What follows belongs to an exercise in optimizing a design on an open flow for small area and a short achievable clock period; a production flow would make more cautious choices.
In this exercise RTL edits were held to simulation tests only and were not proved equivalent to the original.

==> flow/design.v <==
`timescale 1ns/10ps
module CS(Y, X, reset, clk);
input clk, reset;
input  [7:0] X;
output [9:0] Y;
reg [11:0] v [0:8];      
reg [8:0]  vld;          
reg [11:0] S;            
reg [8:0]  sel;          
reg [80:0] c;            
integer i, j;
wire [7:0]  u8 = (v[8][7:0] * 8'd57) & {8{vld[8]}};
wire [11:0] P  = S - {4'd0, u8};           
wire [11:0] Sn, vx;
wire [8:0]  seln;
wire [8:1]  cn0;
CS_next u_next (
    .X(X), .P(P),
    .v0(v[0]), .v1(v[1]), .v2(v[2]), .v3(v[3]), .v4(v[4]), .v5(v[5]), .v6(v[6]), .v7(v[7]),
    .vld({vld[7:0], ~reset}), .c(c), .Sn(Sn), .vx(vx), .cn0(cn0), .seln(seln));
always @(posedge clk or posedge reset) begin
    if (reset) begin
        vld <= 9'd0;
        S   <= 12'd0;
    end else begin
        vld <= {vld[7:0], 1'b1};
        S   <= Sn;
    end
end
always @(posedge clk) begin
    v[0] <= vx;
    for (i = 0; i < 8; i = i + 1) v[i+1] <= v[i];
    sel <= seln;
    c[8:0] <= {cn0, 1'b0};
    for (i = 1; i < 9; i = i + 1)
        for (j = 0; j < 9; j = j + 1)
            if (j > i) c[i*9+j] <= c[(i-1)*9+j-1];
            else       c[i*9+j] <= 1'b0;
end
CS_out u_out (
    .S(S), .sel(sel),
    .v0(v[0]), .v1(v[1]), .v2(v[2]), .v3(v[3]), .v4(v[4]), .v5(v[5]), .v6(v[6]), .v7(v[7]), .v8(v[8]),
    .Y(Y));
endmodule
module CS_next(X, P, v0, v1, v2, v3, v4, v5, v6, v7, vld, c, Sn, vx, cn0, seln);
input  [7:0]  X;
input  [11:0] P;
input  [11:0] v0, v1, v2, v3, v4, v5, v6, v7;
input  [8:0]  vld;       
input  [80:0] c;
output [11:0] Sn, vx;
output [8:1]  cn0;
output reg [8:0] seln;
wire [11:0] v [0:7];
assign v[0] = v0; assign v[1] = v1; assign v[2] = v2; assign v[3] = v3;
assign v[4] = v4; assign v[5] = v5; assign v[6] = v6; assign v[7] = v7;
assign Sn = P + {4'd0, X};
assign vx = {1'b0, X, 3'b000} + {4'd0, X};    
reg [8:0] Fn;    
reg [8:0] cx;    
integer i, j;
assign cn0 = cx[8:1];
always @(*) begin
    Fn[0] = ({1'b0, X} <= P[11:3]) & vld[0];    
    for (i = 1; i < 9; i = i + 1) Fn[i] = (v[i-1] <= Sn) & vld[i];
    cx[0] = 1'b0;
    for (j = 1; j < 9; j = j + 1) cx[j] = (vx[11:3] > v[j-1][11:3]);
    for (i = 0; i < 9; i = i + 1) begin
        seln[i] = Fn[i];
        for (j = 0; j < 9; j = j + 1)
            if (j < i) begin
                if (j == 0) seln[i] = seln[i] & (~Fn[j] | ~cx[i]);
                else        seln[i] = seln[i] & (~Fn[j] | ~c[(j-1)*9+i-1]);
            end else if (j > i) begin
                if (i == 0) seln[i] = seln[i] & (~Fn[j] | cx[j]);
                else        seln[i] = seln[i] & (~Fn[j] | c[(i-1)*9+j-1]);
            end
    end
end
endmodule
module CS_out(S, sel, v0, v1, v2, v3, v4, v5, v6, v7, v8, Y);
input  [11:0] S;
input  [8:0]  sel;
input  [11:0] v0, v1, v2, v3, v4, v5, v6, v7, v8;
output [9:0]  Y;
wire [11:0] A9 = ({12{sel[0]}} & v0) | ({12{sel[1]}} & v1) | ({12{sel[2]}} & v2)
               | ({12{sel[3]}} & v3) | ({12{sel[4]}} & v4) | ({12{sel[5]}} & v5)
               | ({12{sel[6]}} & v6) | ({12{sel[7]}} & v7) | ({12{sel[8]}} & v8);
wire [12:0] T = {1'b0, S} + {1'b0, A9};
assign Y = T[12:3];
endmodule
==> flow/flow/run.sh <==
#!/bin/bash
# The standard flow's own layout (standard.sh), with the synthesis of flow/my_synth.tcl: no
# adder-cell extraction before abc; abc maps the logic between X and the next
# window (module CS_next) and between the registers and Y (module CS_out) with
# flow/abc_fast.script and the rest with flow/abc.script; then the design is
# flattened as in the standard flow's synthesis.
# Ports are buffered with buf_2 cells instead of the delay buffers buffer_ports picks.
# The resizer's timing repair aims for 12.8 ns of setup slack (a 7.2 ns period).
set -euo pipefail
here=$(pwd)
export ABC_SCRIPT_FILE=$here/flow/abc.script
export ABC_FAST_SCRIPT_FILE=$here/flow/abc_fast.script
export FAST_MODULES="CS_next CS_out"
bash standard.sh SYNTH_SCRIPT=$here/flow/my_synth.tcl "SYNTH_KEEP_MODULES=CS_next CS_out" \
  "BUFFER_PORTS_ARGS=-buffer_cell sky130_fd_sc_hd__buf_2" \
  SETUP_SLACK_MARGIN=12.8 finish > standard.log 2>&1
==> flow/flow/abc.script <==
strash
ifraig
scorr
dc2
dretime
strash
&get -n
&dch -f
&nf {D}
&put
==> flow/flow/abc_fast.script <==
strash
dc2
&get -n
&dch
&nf
&put
topo
buffer -p
upsize -D 1800
dnsize -D 1800
==> flow/flow/my_synth.tcl <==
# The standard flow's synthesis (synth_recipe.tcl) with these changes: no full/half adder cells
# are extracted before abc; abc maps with flow/abc.script; and the modules named
# in FAST_MODULES (kept apart until then by SYNTH_KEEP_MODULES) are mapped by abc
# with flow/abc_fast.script. The design is flattened afterwards as the standard flow's is.
proc synth {args} { yosys synth -nofsm -noshare {*}$args }
proc extract_fa {args} { puts "extract_fa skipped" }
proc abc_with_script {args script} {
  set out {}
  set skip 0
  foreach a $args {
    if {$skip} { set skip 0; continue }
    if {$a eq "-script"} { lappend out -script $script; set skip 1; continue }
    lappend out $a
  }
  return $out
}
proc abc {args} {
  set fast {}
  if {[info exists ::env(FAST_MODULES)]} { set fast $::env(FAST_MODULES) }
  if {$fast ne ""} {
    set fa [abc_with_script $args $::env(ABC_FAST_SCRIPT_FILE)]
    puts "abc (fast): $fa $fast"
    yosys abc {*}$fa {*}$fast
    set na [abc_with_script $args $::env(ABC_SCRIPT_FILE)]
    puts "abc (rest): $na $::env(DESIGN_NAME)"
    yosys abc {*}$na $::env(DESIGN_NAME)
  } else {
    set na [abc_with_script $args $::env(ABC_SCRIPT_FILE)]
    yosys abc {*}$na
  }
}
source $::env(SCRIPTS_DIR)/synth.tcl
# left out here: clear keep_hierarchy, flatten, clean up, hide names made inside functions, write 1_2_yosys.v
==> flow/standard.sh <==
#!/bin/bash
# synth_recipe.tcl (not shown) runs the flow's synth.tcl, then flattens the netlist and writes it again
# the make line also repeats each setting of config.mk as NAME=value (left out here)
make -C /OpenROAD-flow-scripts/flow DESIGN_CONFIG=/design/flow/config.mk WORK_HOME=/design/flow/orfs CLKGATE_MAP_FILE= SYNTH_SCRIPT=/design/flow/synth_recipe.tcl "${@:-finish}"
==> flow/config.mk <==
export PLATFORM = sky130hd
export DESIGN_NAME = CS
export DESIGN_NICKNAME = CS
export VERILOG_FILES = /design/flow/design.v
export SDC_FILE = /design/flow/constraint.sdc
export NUM_CORES = 4
export LEC_CHECK = 0
export CAP_MARGIN = 20
export CORE_MARGIN = 2
export CORE_UTILIZATION = 40
export CTS_BUF_LIST = sky130_fd_sc_hd__clkbuf_8
export CTS_CLUSTER_DIAMETER = 100
export CTS_CLUSTER_SIZE = 20
export SLEW_MARGIN = 20
==> flow/constraint.sdc <==
create_clock -name core_clock -period 20.0 [get_ports {clk}]
set_input_delay 4.0000 -clock core_clock [delete_from_list [all_inputs] [get_ports {clk}]]
set_output_delay 4.0000 -clock core_clock [all_outputs]
set_load 0.01 [all_outputs]
==> results of run 1 <==
## layer usage
metal  track usage  vias to the layer above  part of all wire
li1              -                     3224                 -
met1         0.323                     3367              0.44
met2         0.351                      387              0.44
met3        0.0524                       64             0.089
met4        0.0942                        2             0.031
met5             0                        -           0.00052
## area by class of cell
class	count	area share
sequential	166	0.367
clock buffer	17	0.0249
inverter	52	0.0210
clock inverter	15	0.0186
multi-input combinational	578	0.493
timing repair buffer	50	0.0402
tap	265	0.0352
## timing repair
| action | in CTS | in global routing |
|---|---|---|
| cloned | 0 | 2 |
| setup buffers | 13 | 11 |
| resized for setup | 53 | 29 |
| endpoints found under the hold margin | 0 | 0 |
| pin swaps | 19 | 19 |
| endpoints found under the setup margin | 14 | 13 |
## metrics by stage
stage	worst slack, ps	hold WS [ps]	std cells	cell area, sq um
4_1_cts	12680	359	1130	9120
6_report	12690	356	1143	9410
3_3_place_gp	11840	337	1085	8350
2_1_floorplan	12850	331	827	8070
3_5_place_dp	11760	341	1085	8350
5_1_grt	12560	363	1143	9410
## sequential cells by signal (all words and copies together), names as in the netlist
name  cells
sel       9
v       108
S        12
c        28
vld       9
## path summary, 6_finish.rpt
check	from	end	slack, ps	cells past startpoint
max reg2reg	vld[8]$_DFF_PP0_	sel[0]$_DFF_P_	14390	18
min	c[14]$_DFF_P_	c[24]$_DFF_P_	360	0
max	sel[5]$_DFF_P_	Y[9]	12690	11
max in group asynchronous	reset	S[6]$_DFF_PP0_	16180	3
min in group asynchronous	reset	S[2]$_DFF_PP0_	3560	3
min reg2reg	c[14]$_DFF_P_	c[24]$_DFF_P_	360	0
==> summary.txt, run 1 <==
Critical path
  • Critical Path Max Stage Delay: 440 ps
  • Slowest-stage cell, CP: dfxtp_4
  • Critical path class: register to output port
  • Crit-path cells: a222oi_1 > nand3_1 > xnor2_2 > a21oi_2 > o21a_2 > o21bai_4 > a211oi_4 > o21ai_2 > a2111o_1 > a31oi_1 > buf_2
  • Arr. time, crit path: 3310 ps
  • Setup crit end kind: output port
  • CP Buf/Inv Count: 1
  • WP data required: 16000 ps
  • Top delay family on crit path: compound AO/OA/AOI/OAI gates
  • Critical-path maximum fanout: 12
  • Worst Setup Start Kind: register

Clocking
  • CTS tree: built
  • CTS Sinks: 166
  • Clock-pin slew on the worst setup and hold paths: 100 ps
  • Num CTS Buffers: 17
  • Hold Buf Count CTS: 0
  • H-tree depth: 4
  • Clock tree buffer depth: 2
  • Root Driver: clkbuf_8
  • Clock latency on the worst-skew pair: 480 ps

Timing
  • Final worst path period share: 0.366
  • Fin crit period: 7310 ps
  • RSZ-0062 raised after global routing: yes
  • Final Max Tran Viols: 0
  • Max_slew headroom: 0.219
  • Worst Skew: 16.4 ps
  • FMAX: 0.137 GHz
  • Slew @ Worst Pin: 1170 ps
  • Setup TNS: 0 ps
  • # setup viols final: 0
  • Final Hold Fails: 0

Route
  • Via Count: 7044
  • DRC Markers: 0
  • Initial drt markers: 1324
  • Wire per inst: 21.7 microns
  • Router iterations before antenna repair: 9
  • Final ANT Viol Nets: 0
  • Total wire length: 24800 microns
  • Via density: 6.16

Floorplan
  • Die Width: 146 microns
  • Num rows: 51
  • Initial Util: 0.410
  • Io pins: 20
  • Core area: 0.0197 sq mm
  • Die area: 0.0213 sq mm
  • Die H: 146 microns

Hold path
  • Hold Path Class: register to register

Global routing
  • First-pass GRT wire length: 38500 microns
  • Initial antenna violation count: 1
  • Vias in the first global route: 6742
  • GR Util All Layers: 0.233
  • Largest net degree at the start of global routing: 23
  • Global route overflow: 0

Placement
  • Gpl congestion: 0.914
  • DPL Wire Length: 17100 microns
  • Input/output buffers: 19

Layout
  • Fill cell count: 1882
  • Register area: 0.00345 sq mm
  • Syn-to-layout area delta: 16.7%
  • ANT cells: 0
  • Multi-input logic area: 0.00464 sq mm
  • Commonest cells after routing, fill and taps aside: dfxtp_1 (136), maj3_1 (62), nand2_1 (48)
  • Share of cells above drive strength 1: 0.185
  • Util after Layout: 0.479
  • Net count, final: 875
  • Most common cell after layout, fill and taps aside: dfxtp_1

Job
  • Maxcap violations: 0

Synth
  • Post-Syn Instances: 827
  • Post-Syn Nets: 837
  • Mapped Area: 0.00807 sq mm
  • YS warnings: 4
  • Syn avg cell area: 9.75 sq um

Run status
  • Status: finished clean
==> run 2, diff against run 1 <==
==> flow/flow/abc_fast.script (replaced) <==
strash
dc2
&get -n
&dch
&nf
&put
==> run 2 against run 1 <==
  * Global-route usage is 0.86 points higher
  * Utilization is 2.0 points higher
  * Clock skew is 0.66 ps higher
  * Synthesized cell count is 3.5% lower
  * Non-clock buffer count is 24 higher
  * Via count is 0.84% higher
  * Flip-flop and latch count stayed put
  * Setup slack better by 47 ps
  * Routed wire length is 0.64% lower
==> summary.txt, run 2 <==
Global routing
  • Initial antenna violation count: 0 (-1)
  • First-pass GRT wire length: 38000 microns (-1.5%)
  • Largest net degree at the start of global routing: 23 (unchanged)
  • Global route overflow: 0 (unchanged)
  • Vias in the first global route: 6697 (-0.67%)
  • GR Util All Layers: 0.242 (+0.00864)

Critical path
  • WP data required: 16000 ps (about the same)
  • Worst Setup Start Kind: register
  • Critical path class: register to output port
  • Critical-path maximum fanout: 7 (-5)
  • Slowest-stage cell, CP: dfxtp_4
  • Critical Path Max Stage Delay: 400 ps (-40 ps)
  • Setup crit end kind: output port
  • Critical path's most frequent cell: nand2_1
  • Arr. time, crit path: 3270 ps (-40 ps)
  • Crit-path cells: a222oi_1 > nand2_1 > o31ai_4 > nand2_1 > o21bai_2 > a211oi_2 > o21ai_1 > a2111o_1 > a31oi_1 > buf_2

Floorplan
  • Die Width: 144 microns (-1.6%)
  • Die area: 0.0206 sq mm (-3.2%)
  • Initial Util: 0.405 (-0.00555)
  • Core area: 0.0193 sq mm (-1.9%)
  • Num rows: 51 (unchanged)
  • Die H: 144 microns (-1.6%)
  • Io pins: 20 (unchanged)

Clocking
  • CTS Sinks: 166 (unchanged)
  • Clock-pin slew on the worst setup and hold paths: 100 ps (about the same)
  • Num CTS Buffers: 17 (unchanged)
  • Root Driver: clkbuf_8
  • Clock latency on the worst-skew pair: 480 ps (about the same)
  • H-tree depth: 4 (unchanged)
  • Hold Buf Count CTS: 0 (unchanged)
  • CTS tree: built
  • Clock tree buffer depth: 2 (unchanged)

Placement
  • DPL Wire Length: 16800 microns (-1.6%)
  • Place WS: 11430 ps (-334 ps)
  • Gpl congestion: 0.876 (-4.2%)
  • Input/output buffers: 19 (unchanged)

Timing
  • Final Hold Fails: 0 (unchanged)
  • Fin crit period: 7270 ps (-46.6 ps)
  • Setup TNS: 0 ps (unchanged)
  • Slew @ Worst Pin: 952 ps (-217 ps)
  • RSZ-0062 raised after global routing: yes
  • Final Max Tran Viols: 0 (unchanged)
  • Worst Skew: 17.1 ps (+0.660 ps)
  • # setup viols final: 0 (unchanged)
  • Setup ws final: 12730 ps (+46.6 ps)
  • Max_slew headroom: 0.364 (+0.145)
  • Final worst path period share: 0.363 (-0.00233)
  • FMAX: 0.138 GHz (+0.64%)

Layout
  • Net count, final: 898 (+2.6%)
  • Biggest registers after layout: v x108, c x28, S x12
  • Max reg flops: 108 (unchanged)
  • Biggest register: v
  • Commonest cells after routing, fill and taps aside: dfxtp_1 (133), maj3_1 (59), buf_4 (52)
  • Syn-to-layout area delta: 23.1%
  • Share of cells above drive strength 1: 0.206 (+0.0219)
  • Most common cell after layout, fill and taps aside: dfxtp_1
  • ANT cells: 0 (unchanged)

Route
  • Final ANT Viol Nets: 0 (unchanged)
  • Via density: 6.09 (-1.2%)
  • Wire per inst: 21.2 microns (-2.6%)
  • Via Count: 7103 (+0.84%)
  • DRC Markers: 0 (unchanged)
  • Total wire length: 24700 microns (-0.64%)
  • Router iterations before antenna repair: 8 (-1)
  • Initial drt markers: 1138 (-14%)

Synth
  • Post-Syn Instances: 798 (-3.5%)
  • Post-Syn Nets: 808 (-3.5%)
  • Syn avg cell area: 9.78 sq um (+0.24%)
  • YS warnings: 4 (unchanged)
  • Mapped Area: 0.00780 sq mm (-3.3%)

Job
  • Maxcap violations: 0 (unchanged)

Run status
  • Status: finished clean

Hold path
  • Hold Path Class: register to register
[run 2: critical path: cells and delay by family (launching register included)]
kind / cells / cell delay (ps)
and+or+nand+nor: 2 / 350
DFF: 1 / 400
AOI/OAI and AO/OA: 7 / 1880
buffers and inverters: 1 / 150
[run 2: metal layers]
metal,track usage,part of all wire
met4,0.0898,0.028
met5,0,0
met3,0.0397,0.075
met1,0.343,0.46
met2,0.370,0.44
[run 2: path summary, 6_finish.rpt]
| kind | from | endpoint | slack, ps | cells after the start |
|---|---|---|---|---|
| setup / recovery | sel[0]$_DFF_P_ | Y[9] | 12730 | 10 |
| hold / removal | vld[1]$_DFF_PP0_ | vld[2]$_DFF_PP0_ | 360 | 0 |
| setup reg to reg | vld[8]$_DFF_PP0_ | sel[5]$_DFF_P_ | 14550 | 16 |
| hold reg to reg | vld[1]$_DFF_PP0_ | vld[2]$_DFF_PP0_ | 360 | 0 |
| max in group asynchronous | reset | S[3]$_DFF_PP0_ | 16000 | 2 |
| min in group asynchronous | reset | vld[3]$_DFF_PP0_ | 3570 | 2 |
[run 2: area by class of cell]
class                           count  area [sq um]
Clock buffer                       17           234
Clock inverter                     15           169
Fill cell                        1789          9670
Inverter                           52           198
Multi-Input combinational cell    577          4660
Sequential cell                   166          3460
Tap cell                          265           332
Timing Repair Buffer               74           546
[run 2: metrics by stage]
stage               hold slack, ps  cells  instance area [sq um]   util
detailed placement             353   1083                   8340  0.433
CTS                            366   1147                   9270  0.481
finish                         365   1166                   9600  0.498
global route                   378   1166                   9600  0.498
floorplan                      335    798                   7910      -
global placement               345   1083                   8340  0.433
[run 2: timing repair]
action,CTS,global route
gates cloned,0,0
gates resized for setup,74,43
pin swaps,23,37
endpoints found under the setup margin,14,12
buffers inserted,32,19
==> run 3, diff against run 2 <==
==> flow/flow/abc_fast.script (replaced) <==
strash
dc2
&get -n
&dch
&nf
&put
topo
buffer -p
upsize -D 1800
dnsize -D 1800
--- a/flow/config.mk
+++ b/flow/config.mk
@@ -14 +14,2 @@
 export SLEW_MARGIN = 20
+export TNS_END_PERCENT = 5
==> run 3 against run 2 <==
  * Flip-flop and latch count is the same
  * Hold slack lost 8.7 ps
  * Global-route usage shrank 1.1 points
  * Critical path type unchanged
  * Synthesized cell count grew 3.6%
  * Setup slack lost 99 ps
  * Still clean
  * Area after synthesis grew 3.4%
  * Register-to-register slack lost 190 ps
  * Fmax shrank 1.3%
  * Sequential share of layout area grew 1.9 points
==> summary.txt, run 3 <==
Run status
  • Status: finished clean

Layout
  • Biggest registers after layout: v x108, c x28, S x12
  • Max reg flops: 108 (unchanged)
  • Net count, final: 863 (-3.9%)
  • Most common cell after layout, fill and taps aside: dfxtp_1
  • Biggest register: v
  • Syn-to-layout area delta: 12.6%
  • Share of cells above drive strength 1: 0.156 (-0.0505)
  • Final instance area: 0.00908 sq mm (-5.4%)
  • Commonest cells after routing, fill and taps aside: dfxtp_1 (137), maj3_1 (62), nand2_1 (49)
  • Util after Layout: 0.462 (-0.0362)
  • ANT cells: 0 (unchanged)

Critical path
  • WP data required: 16000 ps (about the same)
  • Slowest-stage cell, CP: dfxtp_2
  • Critical path's most frequent cell: a31oi_1
  • Setup crit end kind: output port
  • Critical Path Max Stage Delay: 560 ps (+160 ps)
  • Critical path class: register to output port
  • Crit-path cells: a222oi_1 > buf_4 > a31oi_1 > o221ai_2 > a21oi_2 > o21a_2 > o21bai_2 > a211oi_2 > o21ai_2 > a2111o_1 > a31oi_1 > buf_2
  • Reg2reg path depth: 18 (+2)
  • Critical-path maximum fanout: 12 (+5)
  • Arr. time, crit path: 3370 ps (+100 ps)
  • Worst Setup Start Kind: register

Global routing
  • Initial antenna violation count: 1 (+1)
  • GR Util All Layers: 0.231 (-0.0105)
  • Vias in the first global route: 6690 (-0.10%)
  • Global route overflow: 0 (unchanged)
  • First-pass GRT wire length: 38200 microns (+0.58%)
  • Largest net degree at the start of global routing: 23 (unchanged)

Route
  • Total wire length: 24400 microns (-1.2%)
  • Router iterations before antenna repair: 8 (unchanged)
  • DRC Markers: 0 (unchanged)
  • Initial drt markers: 1061 (-6.8%)
  • Via density: 6.15 (+0.87%)
  • Final ANT Viol Nets: 0 (unchanged)
  • Wire per inst: 21.5 microns (+1.9%)
  • Via Count: 6950 (-2.2%)

Floorplan
  • Die H: 146 microns (+1.6%)
  • Die area: 0.0213 sq mm (+3.3%)
  • Initial Util: 0.410 (+0.00555)
  • Core area: 0.0197 sq mm (+2.0%)
  • Io pins: 20 (unchanged)
  • Num rows: 51 (unchanged)
  • Die Width: 146 microns (+1.6%)

Timing
  • Worst Skew: 19.2 ps (+2.10 ps)
  • Final Hold Fails: 0 (unchanged)
  • FMAX: 0.136 GHz (-1.3%)
  • RSZ-0062 raised after global routing: yes
  • # setup viols final: 0 (unchanged)
  • Setup TNS: 0 ps (unchanged)
  • Final Max Tran Viols: 0 (unchanged)
  • Max_slew headroom: 0.216 (-0.148)
  • Slew @ Worst Pin: 1170 ps (+222 ps)
  • Fin crit period: 7370 ps (+99.0 ps)
  • Final hold slack: 356 ps (-8.68 ps)
  • Final worst path period share: 0.368 (+0.00495)

Clocking
  • H-tree depth: 4 (unchanged)
  • Root Driver: clkbuf_8
  • CTS Sinks: 166 (unchanged)
  • Clock-pin slew on the worst setup and hold paths: 90 ps (about the same)
  • Clock latency on the worst-skew pair: 490 ps (about the same)
  • Num CTS Buffers: 17 (unchanged)
  • Hold Buf Count CTS: 0 (unchanged)
  • CTS tree: built
  • Clock tree buffer depth: 2 (unchanged)

Synth
  • YS warnings: 4 (unchanged)
  • Mapped Area: 0.00807 sq mm (+3.4%)
  • Post-Syn Instances: 827 (+3.6%)
  • Post-Syn Nets: 837 (+3.6%)
  • Syn avg cell area: 9.75 sq um (-0.24%)

Job
  • Maxcap violations: 0 (unchanged)

Placement
  • Input/output buffers: 19 (unchanged)
  • Placed instance area: 0.00835 sq mm (about the same)
  • Gpl congestion: 0.914 (+4.4%)
  • DPL Wire Length: 17100 microns (+1.7%)

Hold path
  • Hold Path Class: register to register
  • Worst hold stages: 0 (unchanged)
## run 3: metal layers
metal | up-vias | GRT usage | share of wire
met5 | - | 0 | 0.00053
li1 | 3192 | - | -
met2 | 388 | 0.347 | 0.44
met3 | 60 | 0.0486 | 0.095
met1 | 3308 | 0.323 | 0.43
met4 | 2 | 0.0956 | 0.032
## run 3: worst max-delay path: cells and delay by family (launching register included)
family	cells	cell delay, ps
DFF	1	560
AOI/OAI and AO/OA	10	1990
buffers and inverters	2	330
## run 3: final timing paths
path	startpoint	end	slack [ps]
setup / recovery	sel[6]$_DFF_P_	Y[9]	12630
setup reg to reg	vld[8]$_DFF_PP0_	sel[0]$_DFF_P_	14360
max in group asynchronous	reset	S[4]$_DFF_PP0_	16180
min in group asynchronous	reset	S[2]$_DFF_PP0_	3560
hold / removal	c[14]$_DFF_P_	c[24]$_DFF_P_	360
hold reg to reg	c[14]$_DFF_P_	c[24]$_DFF_P_	360
## run 3: what timing repair did
item | CTS | global route
buffers inserted | 12 | 2
resized for setup | 37 | 12
pin swaps | 16 | 4
endpoints found under the setup margin | 14 | 13
## run 3: cell type report
class                      count  area (sq um)
fill                        1920         10600
multi-input combinational    577          4450
sequential                   166          3450
tap                          265           332
timing repair buffer          39           246
clock buffer                  17           234
inverter                      52           196
clock inverter                15           175
## run 3: stage by stage
step           setup slack [ps]  std cells
2_1_floorplan             12850        827
6_report                  12630       1131
3_3_place_gp              11840       1085
4_1_cts                   12660       1129
3_5_place_dp              11760       1085
5_1_grt                   12470       1131
==> run 4, diff against run 3 <==
--- a/flow/flow/run.sh
+++ b/flow/flow/run.sh
@@ -7,3 +7,3 @@
 # Ports are buffered with buf_2 cells instead of the delay buffers buffer_ports picks.
-# The resizer's timing repair aims for 12.8 ns of setup slack (a 7.2 ns period).
+# The resizer's timing repair aims for 13.1 ns of setup slack (a 6.9 ns period).
 set -euo pipefail
@@ -15,2 +15,2 @@
   "BUFFER_PORTS_ARGS=-buffer_cell sky130_fd_sc_hd__buf_2" \
-  SETUP_SLACK_MARGIN=12.8 finish > standard.log 2>&1
+  SETUP_SLACK_MARGIN=13.1 finish > standard.log 2>&1
==> run 4 against run 3 <==
  * Via count is 0.17% lower
  * Still clean on timing, DRC and antenna
  * Utilization rose by 0.78 points
  * Critical endpoint is now sel[4]$_DFF_P_
  * Global-route usage increased by 0.87 points
  * Non-clock buffer count grew 5
  * Register-to-register slack worse by 40 ps
==> summary.txt, run 4 <==
Critical path
  • Critical path class: input port to register
  • Critical-path maximum fanout: 11 (-1)
  • Worst Setup Start Kind: input port
  • Setup crit end kind: register
  • WP data required: 20370 ps (+4370 ps)
  • Arr. time, crit path: 7680 ps (+4310 ps)

Job
  • Maxcap violations: 0 (unchanged)

Clocking
  • H-tree depth: 4 (unchanged)
  • Clock-pin slew on the worst setup and hold paths: 90 ps (about the same)
  • CTS tree: built
  • CTS Sinks: 166 (unchanged)
  • Num CTS Buffers: 17 (unchanged)
  • Clock tree buffer depth: 2 (unchanged)
  • Root Driver: clkbuf_8
  • Clock latency on the worst-skew pair: 490 ps (about the same)

Global routing
  • Largest net degree at the start of global routing: 23 (unchanged)
  • Global route overflow: 0 (unchanged)
  • Vias in the first global route: 6756 (+0.99%)
  • GR Util All Layers: 0.240 (+0.00865)
  • Initial antenna violation count: 0 (-1)
  • First-pass GRT wire length: 39500 microns (+3.4%)

Timing
  • Max_slew headroom: 0.382 (+0.165)
  • RSZ-0062 raised after global routing: yes
  • Setup TNS: 0 ps (unchanged)
  • Final hold slack: 366 ps (+9.48 ps)
  • Slew @ Worst Pin: 921 ps (-252 ps)
  • Worst Skew: 16.9 ps (-2.27 ps)
  • Fin crit period: 7310 ps (-53.3 ps)
  • Final worst path period share: 0.366 (-0.00266)
  • # setup viols final: 0 (unchanged)
  • Final Hold Fails: 0 (unchanged)
  • FMAX: 0.137 GHz (+0.73%)
  • Final Max Tran Viols: 0 (unchanged)

Layout
  • Final instance area: 0.00924 sq mm (+1.7%)
  • Commonest cells after routing, fill and taps aside: dfxtp_1 (135), maj3_1 (60), inv_1 (49)
  • Most common cell after layout, fill and taps aside: dfxtp_1
  • Share of cells above drive strength 1: 0.170 (+0.0140)
  • ANT cells: 0 (unchanged)
  • Max reg flops: 108 (unchanged)
  • Biggest registers after layout: v x108, c x28, S x12
  • Net count, final: 868 (+0.58%)
  • Final std cells w/o fill: 1136 (+0.44%)
  • Biggest register: v
  • Syn-to-layout area delta: 14.5%
  • Fill cell count: 1879 (-2.1%)

Route
  • Total wire length: 25400 microns (+4.2%)
  • Final ANT Viol Nets: 0 (unchanged)
  • Router iterations before antenna repair: 6 (-2)
  • Initial drt markers: 1063 (+0.19%)
  • Via Count: 6938 (-0.17%)
  • Wire per inst: 22.3 microns (+3.7%)
  • DRC Markers: 0 (unchanged)
  • Via density: 6.11 (-0.61%)

Synth
  • Post-Syn Nets: 837 (unchanged)
  • Mapped Area: 0.00807 sq mm (unchanged)
  • Post-Syn Instances: 827 (unchanged)
  • YS warnings: 4 (unchanged)
  • Syn avg cell area: 9.75 sq um (unchanged)

Hold path
  • Hold Path Class: register to register

Run status
  • Status: finished clean

Placement
  • Gpl congestion: 0.933 (+2.1%)
  • DPL Wire Length: 17800 microns (+4.0%)
  • Placed instance area: 0.00850 sq mm (+1.8%)
  • Placed instance count: 1087 (+0.18%)
  • Input/output buffers: 19 (unchanged)

Floorplan
  • Num rows: 51 (unchanged)
  • Io pins: 20 (unchanged)
  • Die area: 0.0213 sq mm (unchanged)
  • Initial Util: 0.410 (unchanged)
  • Die H: 146 microns (unchanged)
  • Die Width: 146 microns (unchanged)
  • Core area: 0.0197 sq mm (unchanged)
-- run 4: path summary, 6_finish.rpt --
path | cells past startpoint | start | end | slack (ps)
min reg2reg | 0 | v[7][0]$_DFF_P_ | v[8][0]$_DFF_P_ | 370
max | 13 | X[1] | sel[4]$_DFF_P_ | 12690
max in group asynchronous | 3 | reset | S[5]$_DFF_PP0_ | 16180
max reg2reg | 18 | vld[8]$_DFF_PP0_ | sel[0]$_DFF_P_ | 14320
min | 0 | v[7][0]$_DFF_P_ | v[8][0]$_DFF_P_ | 370
min in group asynchronous | 3 | reset | vld[7]$_DFF_PP0_ | 3550
-- run 4: per-layer routing --
| metal | vias up | global-route usage | share of wire |
|---|---|---|---|
| met5 | - | 0 | 0 |
| met4 | 0 | 0.0947 | 0.032 |
| met3 | 58 | 0.0464 | 0.078 |
| met2 | 340 | 0.371 | 0.44 |
| met1 | 3341 | 0.330 | 0.45 |
| li1 | 3199 | - | - |
-- run 4: worst max-delay path, cell delays in order --
cell	delay [ps]
buf_2	190
xnor2_2	340
xnor2_4	180
maj3_1	370
maj3_1	390
maj3_1	380
maj3_1	380
o221ai_1	240
a31oi_1	140
o21a_1	240
o21ai_4	300
nand3_1	180
nor4_1	350
-- run 4: cell type report --
cell class | count | area, sq um | share of cell area
Timing Repair Buffer | 44 | 290 | 0.0314
Sequential cell | 166 | 3460 | 0.375
Inverter | 52 | 196 | 0.0213
Tap cell | 265 | 332 | 0.0359
Clock buffer | 19 | 262 | 0.0283
Clock inverter | 13 | 158 | 0.0171
Multi-Input combinational cell | 577 | 4540 | 0.491
-- run 4: per-stage QoR --
step            util  worst slack, ps
2_1_floorplan      -            13070
3_3_place_gp   0.432            11970
3_5_place_dp   0.432            11930
4_1_cts        0.463            12640
5_1_grt        0.470            12520
6_report       0.470            12690
-- run 4: repair_timing --
item | 4_1_cts | 5_1_grt
setup buffers | 11 | 6
hold buffers | 0 | 0
resized for setup | 32 | 14
endpoints found under the setup margin | 17 | 24
pin swaps | 11 | 12

static timing again, ports no longer ideal:
Ports are ideal in the flow. The routed layouts listed here were re-timed in OpenROAD.
Step 1 (the two cells are an assumption about what drives the block):
set clk [get_ports {clk}]
set_driving_cell -lib_cell sky130_fd_sc_hd__clkbuf_16 $clk
set_driving_cell -lib_cell sky130_fd_sc_hd__buf_2 [delete_from_list [all_inputs] $clk]
Step 2 adds t to the input delays and takes it off the output delays; t is the mean of the earliest and latest rising clock arrival at the registers after step 1. Input paths then give back, and output paths get back, about the clock's delay inside the block.
a / b / c = ideal / step 1 / step 2; a / b = the first two.
| run | t (ns) | setup WS [ns] | worst setup path after step 2 |
|---|---|---|---|
| run 1 | 0.510 | 12.687 / 12.648 / 12.345 | input to register |
| run 2 | 0.511 | 12.734 / 12.699 / 12.319 | input to register |
| run 3 | 0.516 | 12.635 / 12.595 / 12.189 | input to register |
| run 4 | 0.518 | 12.688 / 12.669 / 12.186 | input to register |
After both steps every run listed still meets setup and hold. The setup slack of run 4, which loses most, moves by -0.019 ns with the drivers and by -0.502 ns with both steps.
